From an optimization exercise on the open Yosys and OpenROAD flow, aimed at small area; shortcuts taken in it are not production practice. Function was checked by simulation only, so behaviour that the tests miss may differ from the original. Power figures rest on the tool's default switching activity, not on a simulated workload.

v38:
==> flow/design.v <==
module TopLevel #(
    parameter CACHE_SIZE     = 8,
    parameter BLOCK_SIZE     = 4,
    parameter ADDRESS_WIDTH  = 6,
    parameter DATA_WIDTH     = 32,
    parameter INDEX_WIDTH    = 3,
    parameter TAG_WIDTH      = ADDRESS_WIDTH - INDEX_WIDTH - $clog2(BLOCK_SIZE),
    parameter NUM_CORES      = 2
) (
    input  logic clk,
    input  logic reset,
    input  logic [NUM_CORES-1:0] core_req_valid,
    input  logic [NUM_CORES-1:0] core_req_type,
    input  logic [NUM_CORES*ADDRESS_WIDTH-1:0] core_req_addr,
    input  logic [NUM_CORES*DATA_WIDTH-1:0] core_req_data,
    output logic [NUM_CORES-1:0] cache_resp_valid,
    output logic [NUM_CORES*DATA_WIDTH-1:0] cache_resp_data
);
    localparam MEM_WORDS = 1 << ADDRESS_WIDTH;
    reg [DATA_WIDTH-1:0] c0_data [CACHE_SIZE-1:0];
    reg [DATA_WIDTH-1:0] c1_data [CACHE_SIZE-1:0];
    reg [CACHE_SIZE-1:0] c0_tag, c1_tag;
    reg [CACHE_SIZE-1:0] c0_vld, c1_vld;
    reg [1:0] pend;                        
    reg [1:0] resp_v;                      
    reg [1:0] breq;                        
    reg [1:0] shit;                        
    reg [ADDRESS_WIDTH-1:0] baddr [1:0];   
    reg [1:0] btype;                       
    reg [DATA_WIDTH-1:0] wdat [1:0];       
    reg [DATA_WIDTH-1:0] rdat [1:0];       
    reg [DATA_WIDTH-1:0] sdat [1:0];       
    reg g0;                                
    reg q1;                                
    reg [1:0] bv;                          
    reg [DATA_WIDTH-1:0] mem [MEM_WORDS-1:0];
    reg [MEM_WORDS-1:0] written;
    reg [2:0] mst;                         
    reg mresp_v;
    reg [ADDRESS_WIDTH-1:0] raddr;
    reg [DATA_WIDTH-1:0] mresp_d;
    wire g1 = q1 & ~g0;
    wire [DATA_WIDTH-1:0] c0_wd = core_req_data[0 +: DATA_WIDTH];
    wire [DATA_WIDTH-1:0] c1_wd = core_req_data[DATA_WIDTH +: DATA_WIDTH];
    wire [ADDRESS_WIDTH-1:0] c0_a = core_req_addr[0 +: ADDRESS_WIDTH];
    wire [ADDRESS_WIDTH-1:0] c1_a = core_req_addr[ADDRESS_WIDTH +: ADDRESS_WIDTH];
    wire gsel_type = g0 ? btype[0] : btype[1];
    wire gsel_shit = g0 ? shit[1]  : shit[0];
    wire gany      = g0 | q1;
    wire [ADDRESS_WIDTH-1:0] gaddr = g0 ? baddr[0] : baddr[1];
    wire [DATA_WIDTH-1:0]    gwdat = g0 ? wdat[0]  : wdat[1];
    wire [DATA_WIDTH-1:0]    gsdat = g0 ? sdat[1]  : sdat[0];
    wire mem_wr = gany & gsel_type;
    wire mem_rq = gany & ~gsel_type & ~gsel_shit;
    wire bus_xfer = gany & (gsel_type | gsel_shit);
    always @(posedge clk or posedge reset) begin
        if (reset) begin
            g0 <= 1'b0;
            q1 <= 1'b0;
            bv <= 2'b00;
        end else begin
            g0 <= breq[0];
            q1 <= breq[1];
            bv <= bv_n;
        end
    end
    wire [DATA_WIDTH-1:0] bus_src = mresp_v ? mresp_d : (gsel_type ? gwdat : gsdat);
    wire [1:0] bv_n = mresp_v ? 2'b11 : {bus_xfer & ~g0, bus_xfer & g0};
    wire [31:0] rdef = {{(32-ADDRESS_WIDTH){1'b0}}, raddr} * 32'd10;
    reg [DATA_WIDTH-1:0] mrd_w;
    reg mrd_wr;
    integer wi;
    always @* begin
        mrd_w = '0;
        mrd_wr = 1'b0;
        for (wi = 0; wi < MEM_WORDS; wi = wi + 1) begin
            mrd_w = mrd_w | (mem[wi] & {DATA_WIDTH{raddr == wi[ADDRESS_WIDTH-1:0]}});
            mrd_wr = mrd_wr | (written[wi] & (raddr == wi[ADDRESS_WIDTH-1:0]));
        end
    end
    wire [DATA_WIDTH-1:0] mrd = mrd_wr ? mrd_w : rdef[DATA_WIDTH-1:0];
    wire midle = (mst == 3'd0) | (mst == 3'd4);
    always @(posedge clk) begin
        if (mem_wr) mem[gaddr] <= gwdat;
    end
    always @(posedge clk) begin
        if (midle & mem_rq) raddr <= gaddr;
        if (mst == 3'd3) mresp_d <= mrd;
    end
    always @(posedge clk or posedge reset) begin
        if (reset) begin
            written <= '0;
            mst <= 3'd0;
            mresp_v <= 1'b0;
        end else begin
            if (mem_wr) written[gaddr] <= 1'b1;
            mresp_v <= (mst == 3'd4);
            case (mst)
                3'd1: mst <= 3'd2;
                3'd2: mst <= 3'd3;
                3'd3: mst <= 3'd4;
                default: mst <= mem_rq ? 3'd1 : 3'd0;
            endcase
        end
    end
    wire [INDEX_WIDTH-1:0] c0_idx = c0_a[4:2];
    wire [INDEX_WIDTH-1:0] c1_idx = c1_a[4:2];
    wire c0_hit = c0_vld[c0_idx] & (c0_tag[c0_idx] == c0_a[5]);
    wire c1_hit = c1_vld[c1_idx] & (c1_tag[c1_idx] == c1_a[5]);
    wire [1:0] acc = core_req_valid & ~pend;
    wire [1:0] fill = bv & pend;
    wire [1:0] pend_n = (pend & ~bv) | (acc & ~{c1_hit, c0_hit});
    wire [1:0] take = bv_n & pend_n;       
    function automatic [DATA_WIDTH-1:0] rd8(input [CACHE_SIZE*DATA_WIDTH-1:0] lines, input [INDEX_WIDTH-1:0] idx);
        integer k;
        begin
            rd8 = '0;
            for (k = 0; k < CACHE_SIZE; k = k + 1)
                rd8 = rd8 | (lines[k*DATA_WIDTH +: DATA_WIDTH] & {DATA_WIDTH{idx == k[INDEX_WIDTH-1:0]}});
        end
    endfunction
    wire [CACHE_SIZE*DATA_WIDTH-1:0] c0_flat, c1_flat;
    genvar gl;
    generate
        for (gl = 0; gl < CACHE_SIZE; gl = gl + 1) begin : g_flat
            assign c0_flat[gl*DATA_WIDTH +: DATA_WIDTH] = c0_data[gl];
            assign c1_flat[gl*DATA_WIDTH +: DATA_WIDTH] = c1_data[gl];
        end
    endgenerate
    wire [INDEX_WIDTH-1:0] c0_sidx = baddr[1][4:2];
    wire [INDEX_WIDTH-1:0] c1_sidx = baddr[0][4:2];
    wire c0_shit = c0_vld[c0_sidx] & (c0_tag[c0_sidx] == baddr[1][5]);
    wire c1_shit = c1_vld[c1_sidx] & (c1_tag[c1_sidx] == baddr[0][5]);
    always @(posedge clk or posedge reset) begin
        if (reset) begin
            pend   <= 2'b00;
            resp_v <= 2'b00;
            breq   <= 2'b00;
            shit   <= 2'b00;
            c0_vld <= '0;
            c1_vld <= '0;
        end else begin
            resp_v[0] <= (acc[0] & c0_hit) | fill[0];
            resp_v[1] <= (acc[1] & c1_hit) | fill[1];
            breq[0] <= acc[0] & ~c0_hit;
            breq[1] <= acc[1] & ~c1_hit;
            pend <= pend_n;
            if (fill[0]) c0_vld[baddr[0][4:2]] <= 1'b1;
            if (fill[1]) c1_vld[baddr[1][4:2]] <= 1'b1;
            if (q1) shit[0] <= c0_shit;
            if (g0) shit[1] <= c1_shit;
        end
    end
    always @(posedge clk) begin
        if (acc[0] & ~c0_hit) begin
            baddr[0] <= c0_a;
            btype[0] <= core_req_type[0];
            wdat[0]  <= c0_wd;
        end
        if (acc[0] & c0_hit & ~core_req_type[0]) rdat[0] <= rd8(c0_flat, c0_idx);
        if (take[0]) rdat[0] <= bus_src;
        if (acc[0] & c0_hit & core_req_type[0]) c0_data[c0_idx] <= c0_wd;
        if (fill[0]) begin
            c0_data[baddr[0][4:2]] <= rdat[0];
            c0_tag[baddr[0][4:2]] <= baddr[0][5];
        end
        if (q1 & c0_shit) sdat[0] <= rd8(c0_flat, c0_sidx);
        if (acc[1] & ~c1_hit) begin
            baddr[1] <= c1_a;
            btype[1] <= core_req_type[1];
            wdat[1]  <= c1_wd;
        end
        if (acc[1] & c1_hit & ~core_req_type[1]) rdat[1] <= rd8(c1_flat, c1_idx);
        if (take[1]) rdat[1] <= bus_src;
        if (acc[1] & c1_hit & core_req_type[1]) c1_data[c1_idx] <= c1_wd;
        if (fill[1]) begin
            c1_data[baddr[1][4:2]] <= rdat[1];
            c1_tag[baddr[1][4:2]] <= baddr[1][5];
        end
        if (g0 & c1_shit) sdat[1] <= rd8(c1_flat, c1_sidx);
    end
    assign cache_resp_valid = resp_v;
    assign cache_resp_data  = {rdat[1], rdat[0]};
endmodule
Settings: LEC_CHECK=0, CAP_MARGIN=20, CORE_MARGIN=2, CORE_UTILIZATION=50, CTS_BUF_LIST=sky130_fd_sc_hd__clkbuf_4 sky130_fd_sc_hd__clkbuf_8 sky130_fd_sc_hd__clkbuf_16, CTS_CLUSTER_DIAMETER=50, CTS_CLUSTER_SIZE=25, PLACE_DENSITY=0.65, SLEW_MARGIN=20, DONT_USE_CELLS=sky130_fd_sc_hd__buf_6 sky130_fd_sc_hd__buf_8 sky130_fd_sc_hd__buf_12 sky130_fd_sc_hd__buf_16 sky130_fd_sc_hd__bufbuf_8 sky130_fd_sc_hd__bufbuf_16; clock period 5.0 ns.
standard.sh (not shown) runs the stock make flow with config.mk's settings and CLKGATE_MAP_FILE= SYNTH_SCRIPT=/design/flow/synth_recipe.tcl, a recipe that flattens the netlist after the stock synthesis.
==> flow/flow/run.sh <==
#!/bin/bash
# Own layout flow: the standard synthesis unchanged, then the standard layout from
# floorplan to finish with the largest plain buffers set don't-use, so that the resizer
# buffers the memory's high-fanout nets with small buffers instead of buf_12/buf_16 trees
# (and buffers the ports with small buffers too).
set -euo pipefail
W=$(pwd)
R=$W/orfs/results/${FLOW_PLATFORM}/TopLevel/base

bash standard.sh synth > $W/std_synth.log 2>&1

cp $W/config.mk $W/config.mk.std
echo 'export DONT_USE_CELLS = sky130_fd_sc_hd__buf_6 sky130_fd_sc_hd__buf_8 sky130_fd_sc_hd__buf_12 sky130_fd_sc_hd__buf_16 sky130_fd_sc_hd__bufbuf_8 sky130_fd_sc_hd__bufbuf_16' >> $W/config.mk
# keep the synthesis results up to date with respect to the edited config
for f in 1_1_yosys_canonicalize.rtlil 1_2_yosys.v 1_2_yosys.sdc 1_synth.odb 1_synth.sdc; do
  [[ -f $R/$f ]] && touch $R/$f
  sleep 1
done

bash standard.sh finish > $W/std_layout.log 2>&1
STATUS run=v38 STAGES=ALL_DONE FINAL_CHECKS=FAILED CAUSE=setup timing
[inputs] v8 vs v38
Settings: an added GPL_TIMING_DRIVEN of 0; a change of CAP_MARGIN from 20 to 0; a change of SLEW_MARGIN from 20 to 0; a deleted DONT_USE_CELLS that had been sky130_fd_sc_hd__buf_6 sky130_fd_sc_hd__buf_8 sky130_fd_sc_hd__buf_12 sky130_fd_sc_hd__buf_16 sky130_fd_sc_hd__bufbuf_8 sky130_fd_sc_hd__bufbuf_16; a change of CORE_UTILIZATION from 50 to 55.
==> flow/run.sh (new file) <==
#!/bin/bash
# synth_recipe.tcl (not shown) runs the flow's synth.tcl, then flattens the netlist and writes it again
# the make line also repeats each setting of config.mk as NAME=value (left out here)
make -C /OpenROAD-flow-scripts/flow DESIGN_CONFIG=/design/flow/config.mk WORK_HOME=/design/flow/orfs CLKGATE_MAP_FILE= SYNTH_SCRIPT=/design/flow/synth_recipe.tcl finish
removed: flow/flow/run.sh
removed: flow/standard.sh
==> summary.txt <==
Although it ran to completion, v8 produced a layout that fails the final checks because of capacitance limit, slew limit, setup timing. [compare] base=v38 new=v8: area added between synthesis and finish climbed 2.9 points, I/O pin count barely changed, met3 routed wirelength climbed 13000 um, die footprint dropped about 9%. Lower utilization goes to v38 over v8. Compared with v38, v8 shows a met1 wire length that is about 4.7% higher. v8 vs v38, final weighted congestion of routability-driven global placement went up by 0.015. Cell area | v8 vs v38 | v8 larger. Re worst hold margin: v38 was lower than v8.
Inputs modified between v8 and v5:
Settings: changing CAP_MARGIN from 0 to 20; removing CTS_CLUSTER_SIZE (formerly 25); removing CTS_BUF_LIST (formerly sky130_fd_sc_hd__clkbuf_4 sky130_fd_sc_hd__clkbuf_8 sky130_fd_sc_hd__clkbuf_16); removing CTS_CLUSTER_DIAMETER (formerly 50); changing SLEW_MARGIN from 0 to 20; changing PLACE_DENSITY from 0.65 to 0.6; setting CTS_ARGS to -sink_clustering_enable -repair_clock_nets -dont_use_dummy_load -buf_list {sky130_fd_sc_hd__clkbuf_8} -sink_clustering_size 20 -sink_clustering_max_diameter 40 for the first time; removing GPL_TIMING_DRIVEN (formerly 0); changing CORE_UTILIZATION from 55 to 45; setting SETUP_SLACK_MARGIN to 0.1 for the first time; setting DONT_USE_CELLS to sky130_fd_sc_hd__buf_12 sky130_fd_sc_hd__buf_16 sky130_fd_sc_hd__bufbuf_16 for the first time.
==> flow/flow/run.sh (new file) <==
#!/bin/bash
# Own layout flow: the standard synthesis unchanged, then the standard layout from
# floorplan to finish with the two largest plain buffers set don't-use, so that the resizer
# buffers the memory's high-fanout nets with smaller buffers instead of buf_12/buf_16 trees,
# and a clock tree built without dummy loads.
set -euo pipefail
W=$(pwd)
R=$W/orfs/results/${FLOW_PLATFORM}/TopLevel/base

bash standard.sh synth > $W/std_synth.log 2>&1

cp $W/config.mk $W/config.mk.std
echo 'export DONT_USE_CELLS = sky130_fd_sc_hd__buf_12 sky130_fd_sc_hd__buf_16 sky130_fd_sc_hd__bufbuf_16' >> $W/config.mk
# Clock tree: clustered clkbuf_8 sink buffers, without ORFS's dummy balancing loads.
echo 'export CTS_ARGS = -sink_clustering_enable -repair_clock_nets -dont_use_dummy_load -buf_list {sky130_fd_sc_hd__clkbuf_8} -sink_clustering_size 20 -sink_clustering_max_diameter 40' >> $W/config.mk
# keep the synthesis results up to date with respect to the edited config
for f in 1_1_yosys_canonicalize.rtlil 1_2_yosys.v 1_2_yosys.sdc 1_synth.odb 1_synth.sdc; do
  [[ -f $R/$f ]] && touch $R/$f
  sleep 1
done

bash standard.sh finish > $W/std_layout.log 2>&1
==> flow/standard.sh (new file) <==
#!/bin/bash
# synth_recipe.tcl (not shown) runs the flow's synth.tcl, then flattens the netlist and writes it again
# the make line also repeats each setting of config.mk as NAME=value (left out here)
make -C /OpenROAD-flow-scripts/flow DESIGN_CONFIG=/design/flow/config.mk WORK_HOME=/design/flow/orfs CLKGATE_MAP_FILE= SYNTH_SCRIPT=/design/flow/synth_recipe.tcl "${@:-finish}"
removed: flow/run.sh
[summary]
When the final numbers for v5 and v8 were put side by side, the average wire length per cell after detail routing turned out to be greater in v8.
Taking v5 as 1.0, v8 lands at 1.09 on routed wire length.
v5 finished every stage and its layout cleared the timing, DRC and antenna checks.
Diff v8 -> v5 | first-pass GRT wire length | down by a few percent
v5 — share of the cycle needed by the critical path after routing 15 points lower, v8 as reference
Between v5 and v8, the peak ir drop on the vdd network is higher for v8.
Relative to v5, the following input files were edited for v34:
Settings: removing SETUP_SLACK_MARGIN (formerly 0.1); removing CTS_ARGS (formerly -sink_clustering_enable -repair_clock_nets -dont_use_dummy_load -buf_list {sky130_fd_sc_hd__clkbuf_8} -sink_clustering_size 20 -sink_clustering_max_diameter 40); removing DONT_USE_CELLS (formerly sky130_fd_sc_hd__buf_12 sky130_fd_sc_hd__buf_16 sky130_fd_sc_hd__bufbuf_16).
==> flow/run.sh (new file) <==
#!/bin/bash
# synth_recipe.tcl (not shown) runs the flow's synth.tcl, then flattens the netlist and writes it again
# the make line also repeats each setting of config.mk as NAME=value (left out here)
make -C /OpenROAD-flow-scripts/flow DESIGN_CONFIG=/design/flow/config.mk WORK_HOME=/design/flow/orfs CLKGATE_MAP_FILE= SYNTH_SCRIPT=/design/flow/synth_recipe.tcl finish
removed: flow/flow/run.sh
removed: flow/standard.sh
### Flow results
- Of v34 and v5, it is v34 that has the lower time the final worst path needs with I/O delays and setup.
- v34 vs v5: half-perimeter wire length after detailed placement down by a little under 10%
- Comparing v34 and v5, the higher overall power consumption is on v34.
- Of v34 and v5, the run reporting the lower longest individual stage delay on the worst path was v34.

what the ideal ports hide:
No port has a modelled driver above. Below, the same layouts with a new extraction and two added sets of constraints.
Step 1 assumes that a clkbuf_16 drives the clock port and a buf_2 every other input.
Step 2 moves the port delays by t, midway between the first and last clock arrival at a register: inputs arrive t later, outputs are due t later. That takes back most of the time a late clock gives input paths.
Three values: no drivers, after step 1, after step 2; two values: the first two.
run | t (ns) | setup slack, ns | cell pins on the clock port's net
v38 | 1.003 | -0.017 / -0.017 / -0.017 | 1
v8 | 1.032 | -0.457 / -0.457 / -0.894 | 1
v5 | 1.188 | 0.274 / 0.274 / 0.150 | 1
v34 | 1.035 | 0.670 / 0.670 / -0.112 | 1
With both steps, setup timing fails in v34, where it was met with ideal ports. For v34, which loses most, drivers alone change the setup slack by 0.000 ns; drivers and shift together by -0.782 ns.
